Background: an optimization exercise with open tools, aiming at small area and a short achievable clock period. Do not read the settings as production practice.
At most, simulation tests tie the RTL to the original design; equivalence was not proved.
Power and IR drop assume default switching activity.

==> flow/design.v (excerpt) <==
module ip_stride #(parameter IP_TRACKER_COUNT = 8)
(
	input   logic 			clk,
	input   logic 			rst,
	input   logic   [63:0]  addr_i,
	input 	logic 	[63:0]	ip_i,
	output 	logic 	[63:0]	pref_addr1_o,
	output 	logic 	        pref_valid1_o,
	output 	logic 	[63:0]	pref_addr2_o,
	output 	logic 	        pref_valid2_o,
	output 	logic 	[63:0]	pref_addr3_o,
	output 	logic 	        pref_valid3_o
);
Size in the first run: roughly 330 I/O pins, ~73000 µm² of cells after synthesis.
clock: 20.0 ns
lec_check: 0
cap_margin: 20
core_margin: 2
core_utilization: 40
setup_slack_margin: 5
slew_margin: 20
synth_hierarchical: 1
tns_end_percent: 5
standard.sh (not shown) runs the stock make flow with config.mk's settings and CLKGATE_MAP_FILE= SYNTH_SCRIPT=/design/flow/synth_recipe.tcl, a recipe that flattens the netlist after the stock synthesis.
==> flow/flow/run.sh <==
#!/bin/bash
# Layout flow: the standard flow (standard synthesis unchanged), with
#  - a setup margin for the resizer's timing repair,
#  - plain buffers (instead of the default delay-cell buffers) on the ports,
#  - a clock tree of mid-size clock buffers over larger sink clusters,
#    without dummy loads.
# Each tool's full output goes to the ORFS logs under orfs/logs; make's own
# output goes to standard.log.
set -euo pipefail
MARGIN=${MARGIN:-6.5}
bash standard.sh \
  SETUP_SLACK_MARGIN=$MARGIN \
  "BUFFER_PORTS_ARGS=-buffer_cell sky130_fd_sc_hd__buf_2" \
  "CTS_ARGS=-sink_clustering_enable -repair_clock_nets -dont_use_dummy_load -buf_list sky130_fd_sc_hd__clkbuf_8 -sink_clustering_size 16 -sink_clustering_max_diameter 50" \
  finish > standard.log 2>&1
The baseline completed with no timing, DRC or antenna violations.
Edit:
--- a/flow/flow/run.sh
+++ b/flow/flow/run.sh
@@ -8,5 +8,5 @@
 # output goes to standard.log.
 set -euo pipefail
-MARGIN=${MARGIN:-6.5}
+MARGIN=${MARGIN:-7}
 bash standard.sh \
   SETUP_SLACK_MARGIN=$MARGIN \
CAP_MARGIN = 5   (was 20)
SLEW_MARGIN = 5   (was 20)
TNS_END_PERCENT = not set   (was 5)
- The new run produced a clean layout
- global-route usage rose by 0.60 points
- first-iteration DRC count rose by 19%
- design area rose by 5.0%
- total power rose by 2.0%
- count of clock-buffer cells in the layout fell by 1
- setup slack improves by 0.53 ns
- die area is unchanged
Edit:
==> flow/flow/run.sh (replaced) <==
#!/bin/bash
# Layout flow: the standard flow (standard synthesis unchanged), with
#  - a setup margin for the resizer's timing repair,
#  - plain buffers (instead of the default delay-cell buffers) on the ports,
#  - a clock tree of small clock buffers over small sink clusters,
#    without dummy loads.
# Each tool's full output goes to the ORFS logs under orfs/logs; make's own
# output goes to standard.log.
set -euo pipefail
MARGIN=${MARGIN:-6}
bash standard.sh \
  SETUP_SLACK_MARGIN=$MARGIN \
  "BUFFER_PORTS_ARGS=-buffer_cell sky130_fd_sc_hd__buf_2" \
  "CTS_ARGS=-sink_clustering_enable -repair_clock_nets -dont_use_dummy_load -buf_list sky130_fd_sc_hd__clkbuf_4 -sink_clustering_size 8 -sink_clustering_max_diameter 35" \
  finish > standard.log 2>&1
CAP_MARGIN = 20   (was 5)
SLEW_MARGIN = 20   (was 5)
TNS_END_PERCENT = 5   (was not set)
Outcome: The new run passed the timing, design-rule and antenna checks. Fmax drops by about 7%. First-iteration DRC count drops by 22%. Critical path depth climbs by 2. Final area drops by 6.9%. Sequential power hardly moves. Power drops by 2.4%. Clock-buffer cell count climbs by 141. Register-to-register slack gets worse by 1.1 ns. Final cell count drops by about 0.9%.
Edit:
==> flow/flow/run.sh (replaced) <==
#!/bin/bash
# Layout flow: the standard flow (standard synthesis unchanged), with
#  - a setup margin for the resizer's timing repair,
#  - plain buffers (instead of the default delay-cell buffers) on the ports,
#  - a clock tree of mid-size clock buffers over larger sink clusters,
#    without dummy loads.
# Each tool's full output goes to the ORFS logs under orfs/logs; make's own
# output goes to standard.log.
set -euo pipefail
MARGIN=${MARGIN:-7}
bash standard.sh \
  SETUP_SLACK_MARGIN=$MARGIN \
  "BUFFER_PORTS_ARGS=-buffer_cell sky130_fd_sc_hd__buf_2" \
  "CTS_ARGS=-sink_clustering_enable -repair_clock_nets -dont_use_dummy_load -buf_list sky130_fd_sc_hd__clkbuf_4 -sink_clustering_size 10 -sink_clustering_max_diameter 40" \
  finish > standard.log 2>&1
Count of clock-buffer cells in the layout is lower by 82.
Fmax is higher by 6.4%.
Die area stays the same.
Non-clock buffer count is higher by 168.
Core utilization is higher by 1.9 points.
Hold slack is better by 0.0050 ns.
Wire length is higher by 3.3%.
Via count is higher by 1.5%.
Global-route usage is higher by 0.44 points.
Total power is about the same.

* * *

Another version of the RTL of ip_stride (not shown whole).
Size: about 6500 cells after synthesis, ~1500 flip-flops, about 70000 µm² of cells after synthesis.
Settings: LEC_CHECK=0, CAP_MARGIN=20, CORE_MARGIN=2, CORE_UTILIZATION=40, SETUP_SLACK_MARGIN=5, SLEW_MARGIN=20, SYNTH_HIERARCHICAL=1; clock period 20.0 ns.
==> flow/flow/run.sh <==
#!/bin/bash
# Layout flow: the standard flow (standard synthesis unchanged), with
#  - a larger setup margin for the resizer's timing repair, so that it keeps
#    shortening the input-to-output paths below the 20 ns clock, and
#  - plain buffers (instead of the default delay-cell buffers) on the ports.
# Each tool's full output goes to the ORFS logs under orfs/logs; make's own
# output goes to standard.log.
set -euo pipefail
MARGIN=${MARGIN:-5}
bash standard.sh \
  SETUP_SLACK_MARGIN=$MARGIN \
  "BUFFER_PORTS_ARGS=-buffer_cell sky130_fd_sc_hd__buf_2" \
  finish > standard.log 2>&1
The starting point completed without violations.
Edit:
--- a/flow/flow/run.sh
+++ b/flow/flow/run.sh
@@ -3,3 +3,4 @@
-#  - a larger setup margin for the resizer's timing repair, so that it keeps
-#    shortening the input-to-output paths below the 20 ns clock, and
-#  - plain buffers (instead of the default delay-cell buffers) on the ports.
+#  - a setup margin for the resizer's timing repair,
+#  - plain buffers (instead of the default delay-cell buffers) on the ports,
+#  - a clock tree of mid-size clock buffers over larger sink clusters,
+#    without dummy loads.
@@ -12,0 +14 @@
+  "CTS_ARGS=-sink_clustering_enable -repair_clock_nets -dont_use_dummy_load -buf_list sky130_fd_sc_hd__clkbuf_8 -sink_clustering_size 16 -sink_clustering_max_diameter 50" \
After rerunning: Non-clock buffer count is lower by 7; die area is unchanged; worst hold slack stays flat; utilization came out lower by 2.0 points; wire length drops by 0.81%; area after synthesis stays the same; setup slack gets worse by 0.0037 ns; global-route usage shrinks by 0.18 points.
Edit:
--- a/flow/flow/run.sh
+++ b/flow/flow/run.sh
@@ -10 +10 @@
-MARGIN=${MARGIN:-5}
+MARGIN=${MARGIN:-6.5}
Effect:
- first-iteration DRC count climbs by about 9%
- die area does not change
- clock-buffer cell count does not change
- via count goes up by about 5%
- setup slack gains 0.35 ns
- routed wire length climbs by about 5.5%
- area after synthesis stays the same
- critical path depth increases by 1
- utilization came out higher by 4.6 points
- combinational power goes up by 35%
- design area grows by about 10%
Edit:
==> flow/flow/run.sh (replaced) <==
#!/bin/bash
# Layout flow: the standard flow (standard synthesis unchanged), with
#  - a larger setup margin for the resizer's timing repair, so that it keeps
#    shortening the input-to-output paths below the 20 ns clock, and
#  - plain buffers (instead of the default delay-cell buffers) on the ports.
# Each tool's full output goes to the ORFS logs under orfs/logs; make's own
# output goes to standard.log.
set -euo pipefail
MARGIN=${MARGIN:-8}
bash standard.sh \
  SETUP_SLACK_MARGIN=$MARGIN \
  "BUFFER_PORTS_ARGS=-buffer_cell sky130_fd_sc_hd__buf_2" \
  finish > standard.log 2>&1
What happened: Combinational power went up by 7.2%. Worst setup slack improves by 0.31 ns. Fmax is higher by 2.2%. First-iteration DRC count rose by 14%. Synthesized cell count is unchanged. Routed wire length climbs by 2.9%. Sequential share of layout area decreases by 2.2 points. Non-clock buffer count rises by 67. Sequential power barely changes.
No run of this note included a check of the RTL's function; only the layout flow was run.

* * *

RTL: one of the versions met above, not the one the previous note started from.
Size in the first run: ~7300 cells after synthesis, roughly 330 I/O pins.
export LEC_CHECK = 0
export CAP_MARGIN = 20
export CORE_MARGIN = 2
export CORE_UTILIZATION = 40
export SETUP_SLACK_MARGIN = 5
export SLEW_MARGIN = 20
export SYNTH_HIERARCHICAL = 1
export TNS_END_PERCENT = 5
create_clock -name core_clock -period 20.0 [get_ports {clk}]
==> flow/flow/run.sh <==
#!/bin/bash
# Layout flow: the standard flow (standard synthesis unchanged), with
#  - a setup margin for the resizer's timing repair,
#  - plain buffers (instead of the default delay-cell buffers) on the ports,
#  - a clock tree of mid-size clock buffers over larger sink clusters,
#    without dummy loads.
# Each tool's full output goes to the ORFS logs under orfs/logs; make's own
# output goes to standard.log.
set -euo pipefail
MARGIN=${MARGIN:-7}
bash standard.sh \
  SETUP_SLACK_MARGIN=$MARGIN \
  "BUFFER_PORTS_ARGS=-buffer_cell sky130_fd_sc_hd__buf_2" \
  "CTS_ARGS=-sink_clustering_enable -repair_clock_nets -dont_use_dummy_load -buf_list sky130_fd_sc_hd__clkbuf_8 -sink_clustering_size 16 -sink_clustering_max_diameter 50" \
  finish > standard.log 2>&1
Change:
Settings changed: CORE_UTILIZATION 40 to 50, PLACE_DENSITY set to 0.75, TNS_END_PERCENT 5 to not set.
After rerunning:
- The changed run produced a clean layout
- setup slack improved by 120 ps
- routed wire length falls by 3.8%
- worst hold slack improved by 5.9 ps
- global-route usage rises by 5.2 points
Change:
--- a/flow/flow/run.sh
+++ b/flow/flow/run.sh
@@ -8,8 +8,8 @@
 # output goes to standard.log.
 set -euo pipefail
-MARGIN=${MARGIN:-7}
+MARGIN=${MARGIN:-7.5}
 bash standard.sh \
   SETUP_SLACK_MARGIN=$MARGIN \
-  "BUFFER_PORTS_ARGS=-buffer_cell sky130_fd_sc_hd__buf_2" \
+  "BUFFER_PORTS_ARGS=-buffer_cell sky130_fd_sc_hd__buf_1" \
   "CTS_ARGS=-sink_clustering_enable -repair_clock_nets -dont_use_dummy_load -buf_list sky130_fd_sc_hd__clkbuf_8 -sink_clustering_size 16 -sink_clustering_max_diameter 50" \
   finish > standard.log 2>&1
Settings changed: CORE_UTILIZATION 50 to 40, PLACE_DENSITY 0.75 to not set, TNS_END_PERCENT set to 5.
After rerunning: The new run produced a clean layout. Clock skew fell by 16 ps. Routed wire length rose by 3.4%. Critical path depth fell by 1. Worst setup slack loses 99 ps.
Change:
==> flow/flow/run.sh (replaced) <==
#!/bin/bash
# Layout flow: the standard flow (standard synthesis unchanged), with
#  - a setup margin for the resizer's timing repair,
#  - plain buffers (instead of the default delay-cell buffers) on the ports,
#  - a clock tree of small clock buffers over small sink clusters,
#    without dummy loads.
# Each tool's full output goes to the ORFS logs under orfs/logs; make's own
# output goes to standard.log.
set -euo pipefail
MARGIN=${MARGIN:-6.5}
bash standard.sh \
  SETUP_SLACK_MARGIN=$MARGIN \
  "BUFFER_PORTS_ARGS=-buffer_cell sky130_fd_sc_hd__buf_2" \
  "CTS_ARGS=-sink_clustering_enable -repair_clock_nets -dont_use_dummy_load -buf_list sky130_fd_sc_hd__clkbuf_4 -sink_clustering_size 10 -sink_clustering_max_diameter 40" \
  finish > standard.log 2>&1
Result: Final cell count shrinks by 3.0%; synthesized area is unchanged; wire length shrinks by 2.7%; worst setup slack loses 340 ps; total power shrinks by 3.2%; die area stays the same; hold slack gains 4.2 ps; via count shrinks by 2.8%; non-clock buffer count shrinks by 385; register-to-register slack loses 820 ps.
Change:
--- a/flow/flow/run.sh
+++ b/flow/flow/run.sh
@@ -8,5 +8,5 @@
 # output goes to standard.log.
 set -euo pipefail
-MARGIN=${MARGIN:-6.5}
+MARGIN=${MARGIN:-7}
 bash standard.sh \
   SETUP_SLACK_MARGIN=$MARGIN \
=> First-iteration DRC count climbs by a few percent; design area increases by a few percent; global-route usage grows by 0.29 points; synthesized cell count is unchanged; setup slack improved by 380 ps; count of clock-buffer cells in the layout is unchanged; non-clock buffer count is higher by 97.
Change:
==> flow/flow/run.sh (replaced) <==
#!/bin/bash
# Layout flow: the standard flow (standard synthesis unchanged), with
#  - a setup margin for the resizer's timing repair,
#  - plain buffers (instead of the default delay-cell buffers) on the ports,
#  - a clock tree of mid-size clock buffers over larger sink clusters,
#    without dummy loads.
# Each tool's full output goes to the ORFS logs under orfs/logs; make's own
# output goes to standard.log.
set -euo pipefail
MARGIN=${MARGIN:-7}
bash standard.sh \
  SETUP_SLACK_MARGIN=$MARGIN \
  "BUFFER_PORTS_ARGS=-buffer_cell sky130_fd_sc_hd__buf_2" \
  "CTS_ARGS=-sink_clustering_enable -repair_clock_nets -dont_use_dummy_load -buf_list sky130_fd_sc_hd__clkbuf_8 -sink_clustering_size 16 -sink_clustering_max_diameter 50" \
  finish > standard.log 2>&1
Settings changed: TNS_END_PERCENT 5 to not set.
After rerunning: Total power grows by about 3%. Worst hold slack is about the same. Utilization came out higher by 1.4 points. Non-clock buffer count goes up by 76. Count of clock-buffer cells in the layout is lower by 59. Maximum frequency goes up by 0.90%. Clock skew went down by 50 ps. Sequential power is about the same.

-- port drivers added, routing unchanged --
The flow's constraints put no driver on any port. The routed layouts listed below were extracted and timed again, unchanged, in two steps.
Step 1: set_driving_cell puts a clkbuf_16 on clk and a buf_2 on each other input, an assumption about the parent block.
Step 2, shift: input delay + t, output delay - t, t = (earliest + latest rising clock arrival at the registers) / 2. This alone moves slack from input paths to output paths.
Slacks: ideal ports / drivers / drivers and shift; pairs: ideal ports / drivers.
run	t (ns)	setup slack, ns	latest minus earliest clock arrival (ns)	cell pins on the clock port's net
the first run of note 1	0.974	6.469 / 6.419 / 6.419	0.123 / 0.123	1
the second run of note 1	0.987	6.998 / 6.898 / 6.898	0.103 / 0.103	1
the third run of note 1	1.423	6.024 / 5.976 / 5.976	0.117 / 0.117	1
the fourth run of note 1	1.341	6.861 / 6.778 / 6.778	0.156 / 0.157	1
the first run of note 2	0.877	5.069 / 5.033 / 5.033	0.053 / 0.053	1
the second run of note 2	0.933	5.066 / 4.998 / 4.998	0.136 / 0.136	1
the third run of note 2	0.934	5.412 / 5.350 / 5.350	0.135 / 0.135	1
the fourth run of note 2	0.889	5.720 / 5.637 / 5.637	0.047 / 0.046	1
the first run of note 3	1.020	6.797 / 6.712 / 6.712	0.132 / 0.133	1
the second run of note 3	0.986	6.919 / 6.806 / 6.806	0.144 / 0.145	1
the third run of note 3	0.968	6.820 / 6.799 / 6.799	0.115 / 0.115	1
the fourth run of note 3	1.372	6.482 / 6.409 / 6.409	0.160 / 0.160	1
the fifth run of note 3	1.341	6.861 / 6.778 / 6.778	0.156 / 0.157	1
the sixth run of note 3	0.982	6.979 / 6.864 / 6.864	0.107 / 0.108	1
After both steps setup and hold are still met in every run listed. For the sixth run of note 3, which loses most, drivers alone change the setup slack by -0.115 ns; drivers and shift together by -0.115 ns.
